This design comes from an exercise in tuning for small area on the open sky130 flow, not from production work.
Function was checked by simulation only, so behaviour that the tests miss may differ from the original.
Power and IR drop assume default switching activity.

==> flow/design.v <==
`timescale 1ns / 1ps
`default_nettype none
module pwm_module(cclk, rstb, duty_cycle, tick, pwm_out);
	input  wire cclk, rstb;
	input  wire [7:0] duty_cycle;
	input  wire tick;
	output wire pwm_out;
	reg [7:0] cycle_count;
	assign pwm_out = (cycle_count < duty_cycle);
	always @(posedge cclk) begin
		if (~rstb)
			cycle_count <= 8'd0;
		else if (tick)
			cycle_count <= cycle_count + 8'd1;
	end
endmodule
`default_nettype wire
`timescale 1ns / 1ps
`default_nettype none
module CharDraw(input wire [5:0] e, input wire [3:0] spix, output wire on);
	localparam [1023:0] ROM = 1024'h00000000000000000000003ff5aeffaa0000002b767896bc0000002b75adfffe0000003fc1eced9600000000129202000000002a25e7fdfe0000003fe0ebe5320000001bf71d4b660000003be0eff9fe0000003ce7e7ad1600000000101022000000003b93eff9fe0000003fe7ffafea0000003f741f82fe0000003fe7ffbbfe;
	assign on = ROM[{spix, e}];
endmodule
`default_nettype wire
`timescale 1ns / 1ps
`default_nettype none
`default_nettype wire
`timescale 1ns / 1ps
`default_nettype none
module CharReceiver(cclk, rstb, inputCharBit, slots);
	input  wire cclk;
	input  wire rstb;
	input  wire inputCharBit;
	output reg  [155:0] slots;
	reg [5:0]  counter;    
	reg [6:0]  currChar;   
	reg [13:0] clkCounter;
	localparam [77:0] ROWINIT = {6'd37, 6'd36, 6'd35, 6'd34, 6'd33, 6'd32, 6'd31,
	                             6'd27, 6'd4, 6'd3, 6'd2, 6'd1, 6'd0};
	wire [5:0] enc = (currChar != 7'd0 && currChar <= 7'd37) ? currChar[5:0] : 6'd0;
	wire [161:0] ext = {enc, slots};   
	wire shift = (clkCounter != 14'd1) && counter >= 6'd8 && counter < 6'd34 && inputCharBit;
	integer i;
	always @(posedge cclk) begin
		if (~rstb) begin
			slots <= {ROWINIT, ROWINIT};
			counter <= 6'd9;
			currChar <= 7'd27;
			clkCounter <= 14'd0;
		end
		else begin
			if (clkCounter == 14'd1) begin
				if (inputCharBit == 1'b0 && counter == 6'd34)
					counter <= 6'd0;
				else if (counter < 6'd8) begin
					if (counter != 6'd7) currChar[counter[2:0]] <= inputCharBit;
					counter <= counter + 6'd1;
				end
			end
			else if (shift) begin
				for (i = 0; i < 26; i = i + 1)
					if (counter == i + 8) slots[6*i +: 6] <= ext[6*(i+1) +: 6];
				counter <= counter + 6'd1;
			end
			if (clkCounter == (10417) - 1)
				clkCounter <= 14'd0;
			else
				clkCounter <= clkCounter + 14'd1;
		end
	end
endmodule
`default_nettype wire
`timescale 1ns / 1ps
`default_nettype none
module ScreenMux(cclk, rstb, x, y, slots, bg_red, bg_green, bg_blue, tft_red, tft_green, tft_blue);
	input  wire cclk, rstb;
	input  wire [9:0] x;
	input  wire [8:0] y;
	input  wire [155:0] slots;
	input  wire [7:0] bg_red, bg_green, bg_blue;
	output wire [7:0] tft_red, tft_green, tft_blue;
	integer i, s;
	reg [3:0] k;    
	reg [1:0] sc;   
	reg       cin;  
	always @* begin
		cin = 1'b0; k = 4'd0; sc = 2'd0;
		for (i = 0; i < 13; i = i + 1)
			for (s = 0; s < 3; s = s + 1)
				if (x >= 5 + 35*i + 10*s && x < 15 + 35*i + 10*s) begin
					cin = 1'b1; k = i; sc = s;
				end
	end
	wire r1 = (y >= 9'd5)  && (y < 9'd55);
	wire r2 = (y >= 9'd60) && (y < 9'd110);
	reg [2:0] sr;   
	always @* begin
		sr = 3'd0;
		for (i = 0; i < 5; i = i + 1)
			if ((y >= 5 + 10*i && y < 15 + 10*i) || (y >= 60 + 10*i && y < 70 + 10*i))
				sr = i;
	end
	wire [4:0] slot = r2 ? k + 5'd13 : {1'b0, k};
	wire [5:0] e = slots[6*slot +: 6];
	wire glyph_on;
	CharDraw rom(.e(e), .spix(sr * 3 + sc), .on(glyph_on));
	wire char_on = (r1 | r2) & cin & glyph_on;
	wire       lrow = (y >= 9'd184) && (y < 9'd224);
	wire [2:0] lsr  = y[5:3] - 3'd7;    
	reg  [4:0] lmask;
	always @* begin
		lmask = 5'd0;
		if (x >= 10'd7 && x < 10'd15) lmask = 5'b10111;
		if (x >= 10'd15 && x < 10'd23) lmask = 5'b10101;
		if (x >= 10'd23 && x < 10'd31) lmask = 5'b11101;
		if (x >= 10'd36 && x < 10'd44) lmask = 5'b11111;
		if (x >= 10'd44 && x < 10'd52) lmask = 5'b00101;
		if (x >= 10'd52 && x < 10'd60) lmask = 5'b00111;
		if (x >= 10'd65 && x < 10'd73) lmask = 5'b11111;
		if (x >= 10'd73 && x < 10'd81) lmask = 5'b00101;
		if (x >= 10'd81 && x < 10'd89) lmask = 5'b11111;
		if (x >= 10'd94 && x < 10'd102) lmask = 5'b11111;
		if (x >= 10'd102 && x < 10'd110) lmask = 5'b10001;
		if (x >= 10'd110 && x < 10'd118) lmask = 5'b10001;
		if (x >= 10'd123 && x < 10'd131) lmask = 5'b11111;
		if (x >= 10'd131 && x < 10'd139) lmask = 5'b10101;
		if (x >= 10'd139 && x < 10'd147) lmask = 5'b10101;
		if (x >= 10'd196 && x < 10'd204) lmask = 5'b00001;
		if (x >= 10'd204 && x < 10'd212) lmask = 5'b11111;
		if (x >= 10'd212 && x < 10'd220) lmask = 5'b00001;
		if (x >= 10'd225 && x < 10'd233) lmask = 5'b11111;
		if (x >= 10'd233 && x < 10'd241) lmask = 5'b00101;
		if (x >= 10'd241 && x < 10'd249) lmask = 5'b11111;
		if (x >= 10'd254 && x < 10'd262) lmask = 5'b11111;
		if (x >= 10'd262 && x < 10'd270) lmask = 5'b00101;
		if (x >= 10'd270 && x < 10'd278) lmask = 5'b00111;
		if (x >= 10'd342 && x < 10'd350) lmask = 5'b10111;
		if (x >= 10'd350 && x < 10'd358) lmask = 5'b10101;
		if (x >= 10'd358 && x < 10'd366) lmask = 5'b11101;
		if (x >= 10'd371 && x < 10'd379) lmask = 5'b11111;
		if (x >= 10'd379 && x < 10'd387) lmask = 5'b10101;
		if (x >= 10'd387 && x < 10'd395) lmask = 5'b10101;
		if (x >= 10'd400 && x < 10'd408) lmask = 5'b11110;
		if (x >= 10'd408 && x < 10'd416) lmask = 5'b00100;
		if (x >= 10'd416 && x < 10'd424) lmask = 5'b11100;
		if (x >= 10'd429 && x < 10'd437) lmask = 5'b11111;
		if (x >= 10'd437 && x < 10'd445) lmask = 5'b10001;
		if (x >= 10'd445 && x < 10'd453) lmask = 5'b01110;
	end
	wire label_on = lrow & lmask[lsr];
	wire morse_on = (y >= 9'd120) && (y < 9'd130) &&
	                ((x >= 10'd255 && x < 10'd275) || (x >= 10'd280 && x < 10'd300));
	reg pix;
	always @(posedge cclk) begin
		if (~rstb) pix <= 1'b0;
		else       pix <= char_on | label_on | morse_on;
	end
	wire in_box  = ((y >= 9'd5)   && (y < 9'd115) && (x >= 10'd5)   && (x < 10'd460)) ||
	               ((y >= 9'd120) && (y < 9'd130) && (x >= 10'd180) && (x < 10'd305)) ||
	               (lrow && ((x >= 10'd7   && x < 10'd152) ||
	                         (x >= 10'd196 && x < 10'd283) ||
	                         (x >= 10'd342 && x < 10'd458)));
	wire in_line = (y == 9'd136) ||
	               ((x == 10'd160 || x == 10'd320) && y >= 9'd136 && y < 9'd272);
	wire fg      = in_box | in_line;
	wire fgval   = in_box ? pix : 1'b1;
	assign tft_red   = fg ? {8{fgval}} : bg_red;
	assign tft_green = fg ? {8{fgval}} : bg_green;
	assign tft_blue  = fg ? {8{fgval}} : bg_blue;
endmodule
`default_nettype wire
`timescale 1ns / 1ps
`default_nettype none
module tft_driver(
	input wire cclk, rstb,
	input wire inputCharBit,
	input wire [7:0] switch,
	output wire tft_backlight, tft_data_ena,
	output wire tft_display, tft_vdd,
	output wire [7:0] tft_red, tft_green, tft_blue,
	input wire [7:0] bg_red, bg_green, bg_blue,
	output reg [(10-1):0] x,
	output reg [(9-1):0] y,
	output wire new_frame
);
wire [155:0] slots;
reg on;   
pwm_module PWM (.cclk(cclk), .rstb(rstb), .duty_cycle(switch), .tick(x[0]), .pwm_out(tft_backlight));
CharReceiver receiver(.cclk(cclk), .rstb(rstb), .inputCharBit(inputCharBit), .slots(slots));
ScreenMux screenMux(.cclk(cclk), .rstb(rstb), .x(x), .y(y), .slots(slots),
                    .bg_red(bg_red), .bg_green(bg_green), .bg_blue(bg_blue),
                    .tft_red(tft_red), .tft_green(tft_green), .tft_blue(tft_blue));
assign tft_data_ena = (x > 480 || y > 272) ? 0 : 1;
assign new_frame = (x == 0 && y == 0) ? 1 : 0;
assign tft_vdd = on;
assign tft_display = on;
always @(posedge cclk) begin
  if(~rstb) begin
    x <= 0;
    y <= 0;
    on <= 0;
  end
  else begin
    on <= 1;
    if (x == (480 + 45)) begin
      x <= 0;
      if (y == (272 + 16))
        y <= 0;
      else
        y <= y + 1;
    end
    else
      x <= x + 1;
  end
end
endmodule
`default_nettype wire
==> flow/run.sh <==
#!/bin/bash
# synth_recipe.tcl (not shown) runs the flow's synth.tcl, then flattens the netlist and writes it again
# the make line also repeats each setting of config.mk as NAME=value (left out here)
make -C /OpenROAD-flow-scripts/flow DESIGN_CONFIG=/design/flow/config.mk WORK_HOME=/design/flow/orfs CLKGATE_MAP_FILE= SYNTH_SCRIPT=/design/flow/synth_recipe.tcl finish
==> flow/config.mk <==
export PLATFORM = sky130hd
export DESIGN_NAME = tft_driver
export DESIGN_NICKNAME = tft_driver
export VERILOG_FILES = /design/flow/design.v
export SDC_FILE = /design/flow/constraint.sdc
export NUM_CORES = 4
export LEC_CHECK = 0
export CAP_MARGIN = 20
export CORE_MARGIN = 2
export CORE_UTILIZATION = 40
export PLACE_DENSITY = 0.6
export SLEW_MARGIN = 20
==> flow/constraint.sdc <==
create_clock -name core_clock -period 10.0 [get_ports {cclk}]
set_input_delay 2.0000 -clock core_clock [delete_from_list [all_inputs] [get_ports {cclk}]]
set_output_delay 2.0000 -clock core_clock [all_outputs]
set_load 0.01 [all_outputs]
==> notes.md <==
==> layout make-up <==
cell class | count | area, um2
Fill cell | 3763 | 20400
Multi-Input combinational cell | 1540 | 10000
Sequential cell | 212 | 4240
Timing Repair Buffer | 113 | 1060
Clock buffer | 33 | 738
Tap cell | 511 | 639
Inverter | 41 | 154
Clock inverter | 12 | 129
==> stage by stage <==
step | hold WS, ps | instance area, um2 | power (mW)
finish | 478 | 17000 | 1.97
global placement | 467 | 16100 | 1.04
detailed placement | 477 | 16100 | 1.04
CTS | 482 | 17000 | 2.00
floorplan | 451 | 15100 | 0.980
global route | 502 | 17000 | 2.04
==> worst max-delay path by stage <==
stage	depth (start not counted)	endpoint	start
after floorplan	27	screenMux.pix	x[1]
after global placement	21	screenMux.pix	x[7]
after detailed placement	21	screenMux.pix	x[7]
after CTS	21	screenMux.pix	x[7]
after global routing	23	screenMux.pix	x[1]
final	21	screenMux.pix	x[3]
==> metal layers <==
metal / track usage / up-vias / share of wire
met5: 0 / - / 0
met4: 0.109 / 0 / 0.042
met3: 0.0356 / 138 / 0.076
met2: 0.422 / 741 / 0.45
met1: 0.357 / 7174 / 0.43
li1: - / 7074 / -
==> worst max-delay path: stages (launching register included) <==
cell       delay [ps]
dfxtp_1           580
buf_4             490
nand2_1           340
and3_1            310
nor3_1            290
and4_1            550
nand2_1           410
ha_1              440
nand2b_1          270
o31a_1            690
nor3_1            270
a32oi_1           320
a21oi_1           130
or4_1             860
inv_2             490
ha_1              310
o311a_1           210
nor3_1             80
a211oi_1          250
a21oi_1            80
a2111oi_1         390
a311oi_2           80
==> state kept, by name (all words and copies together), names as in the netlist <==
signal	flops
PWM.cycle_count	8
receiver.slots	156
receiver.currChar	7
screenMux.pix	1
receiver.counter	6
y	9
receiver.clkCounter	14
on	1
x	10
==> cell families after synthesis <==
group	count (synthesis)	synth area share
simple gates	898	0.303
xor+xnor	40	0.0232
flops	212	0.281
buf+inv	188	0.0558
mux	139	0.0960
compound gates	422	0.205
fa+ha+maj	41	0.0349
==> power groups by stage <==
stage / registers [mW] / logic, mW / clock network, mW
finish: 0.866 / 0.157 / 0.950
global route: 0.867 / 0.171 / 1.00
CTS: 0.866 / 0.156 / 0.973
detailed placement: 0.885 / 0.156 / 0
global placement: 0.884 / 0.156 / 0
floorplan: 0.878 / 0.102 / 0
==> layout by cell type (no fill, tap or decap), types with 27 or more instances in the layout <==
cell type / n
ha_1: 38
clkbuf_16: 27
nand4_1: 29
nand2_1: 277
a21oi_1: 60
a21boi_0: 28
nor2b_1: 98
nand3_1: 138
a211oi_1: 30
dfxtp_1: 212
mux2i_1: 130
inv_1: 38
and3_1: 27
clkdlybuf4s50_1: 81
nor2_1: 160
o21ai_0: 72
buf_4: 30
==> out/qor.txt <==
Routed len/inst -> 21.3 um
Die extent in x -> 198 um
Final Hold Fails -> 0
Worst-path clk slew -> 50 ps
Crit end category -> register
Syn-to-layout area delta -> 12.7%
Fin crit share -> 0.798
Worst Path Max Fanout -> 41
Skew final -> 17.7 ps
FFs w/ async S/R, synth -> 0
WP data required -> 10400 ps
Share of post-route cells with drive strength above 1 -> 0.0712
Post-route core utilization -> 0.454
RR Startpoint -> x[3]
DR vias/cell -> 6.14
Worst skew pair latency -> 540 ps
Synth Instances -> 1940
Worst hold stages -> 2
Vias in the first global route -> 14100
Rel. slew slack -> 0.305
Hpwl dp -> 37.5 mm
RR Endpoint -> screenMux.pix
CP Data Arrival Time -> 8380 ps
Min-Delay Endpoint -> receiver.slots[146]
Postcts setup bufs -> 0
Row count -> 71
Nets -> 2009
Pre-CTS setup slack -> 2060 ps
Leading area contributor after synthesis -> dfxtp_1
CTS Sinks -> 212
Global-route wire length before repair -> 82.4 mm
Die Ht -> 198 um
Fin. max-slew vios -> 0
DRT antenna net count -> 0
Overall global routing resource usage -> 0.264
Max Freq -> 125 MHz
Cell area after synthesis -> 15100 um2
Die area -> 39300 um2
Drt pass-1 iters -> 5
Yosys warning total -> 5
Starting Density -> 0.403
Hold wc startpoint -> receiver.slots[146]
N_diodes -> 0
Sw Ratio -> 0.244
Startpoint Class -> register
Yosys reg bits -> 212
RD Place Congestion -> 1.00
Core Box Area -> 37400 um2
Final setup viols -> 0
Syn nets -> 2015
Setup TNS Final -> 0 ps
Top-count cell post-synth -> nand2_1
Post-synthesis area per instance -> 7.77 um2
Clock network fraction of total power -> 0.481
Root buffer cell -> clkbuf_16
CTS Hold Bufs -> 0
Kind of critical path -> reg -> reg
R2R setup slack -> 2020 ps
Yosys top cell area share -> 0.281
P_leak -> 6.22 nW
Post-Layout Cell Count -> 2462
DRT iter0 DRCs -> 1532
Tightest Hold Check Type -> reg -> reg
Combinational Power Share -> 0.080
Post-CTS sizing -> 0
Post-route DRC -> 0
IO Count -> 83
Placed cell count -> 2416
Clock buffer count from CTS -> 26
Status -> finished clean
TritonCTS clock tree -> built
Aggregate global routing overflow -> 0
Reg2Reg Depth -> 21
Post-synth top cells -> 277 x nand2_1, 212 x dfxtp_1, 160 x nor2_1, 138 x nand3_1, 130 x mux2i_1
Final worst path period need -> 7980 ps
Pin count of the biggest net entering global routing -> 135
Most used flip-flop cell after synthesis -> dfxtp_1
Sequential power share -> 0.439
DR vias -> 15100
Worst-Margin Slew -> 1030 ps
# Max-Cap Violations -> 0
Clock tree buffer depth -> 3
RSZ-0062 raised after global routing -> false
EDFF count, synth -> 0
PortBufs -> 82
P per Cell Area -> 116 nW/um2
Sequential share of the synthesized area -> 0.281
PnR worst setup slack -> 2020 ps
Synth top area cells -> dfxtp_1 28%, mux2i_1 8.6%, nand2_1 6.9%, nand3_1 4.6%, nor2b_1 4.1%
H-tree level count -> 1
VDD IR max -> 0.159 mV
Netlist cell types -> 107
Routed WL -> 52.3 mm
Pint -> 1.49 mW
Psw -> 0.483 mW
Initial antenna violation count -> 0

-- port drivers added, routing unchanged --
In the flow no input, the clock included, has a driving cell. The finished layout below was timed again as built, in two steps. Step 1: set_driving_cell puts a clkbuf_16 on cclk and a buf_2 on each other input, an assumption about the parent block. Step 2, shift: input delay + t, output delay - t, t = (earliest + latest rising clock arrival at the registers) / 2. This alone moves slack from input paths to output paths. a / b / c = ideal ports / drivers / drivers and shift; a / b = the first two.
shift t [ns]: 0.589
setup WS [ns]: 2.022 / 2.022 / 2.022
latest minus earliest clock arrival (ns): 0.018 / 0.017
After both steps this run still meets setup and hold. The setup slack of this run moves by 0.000 ns with the drivers and by 0.000 ns with both steps.
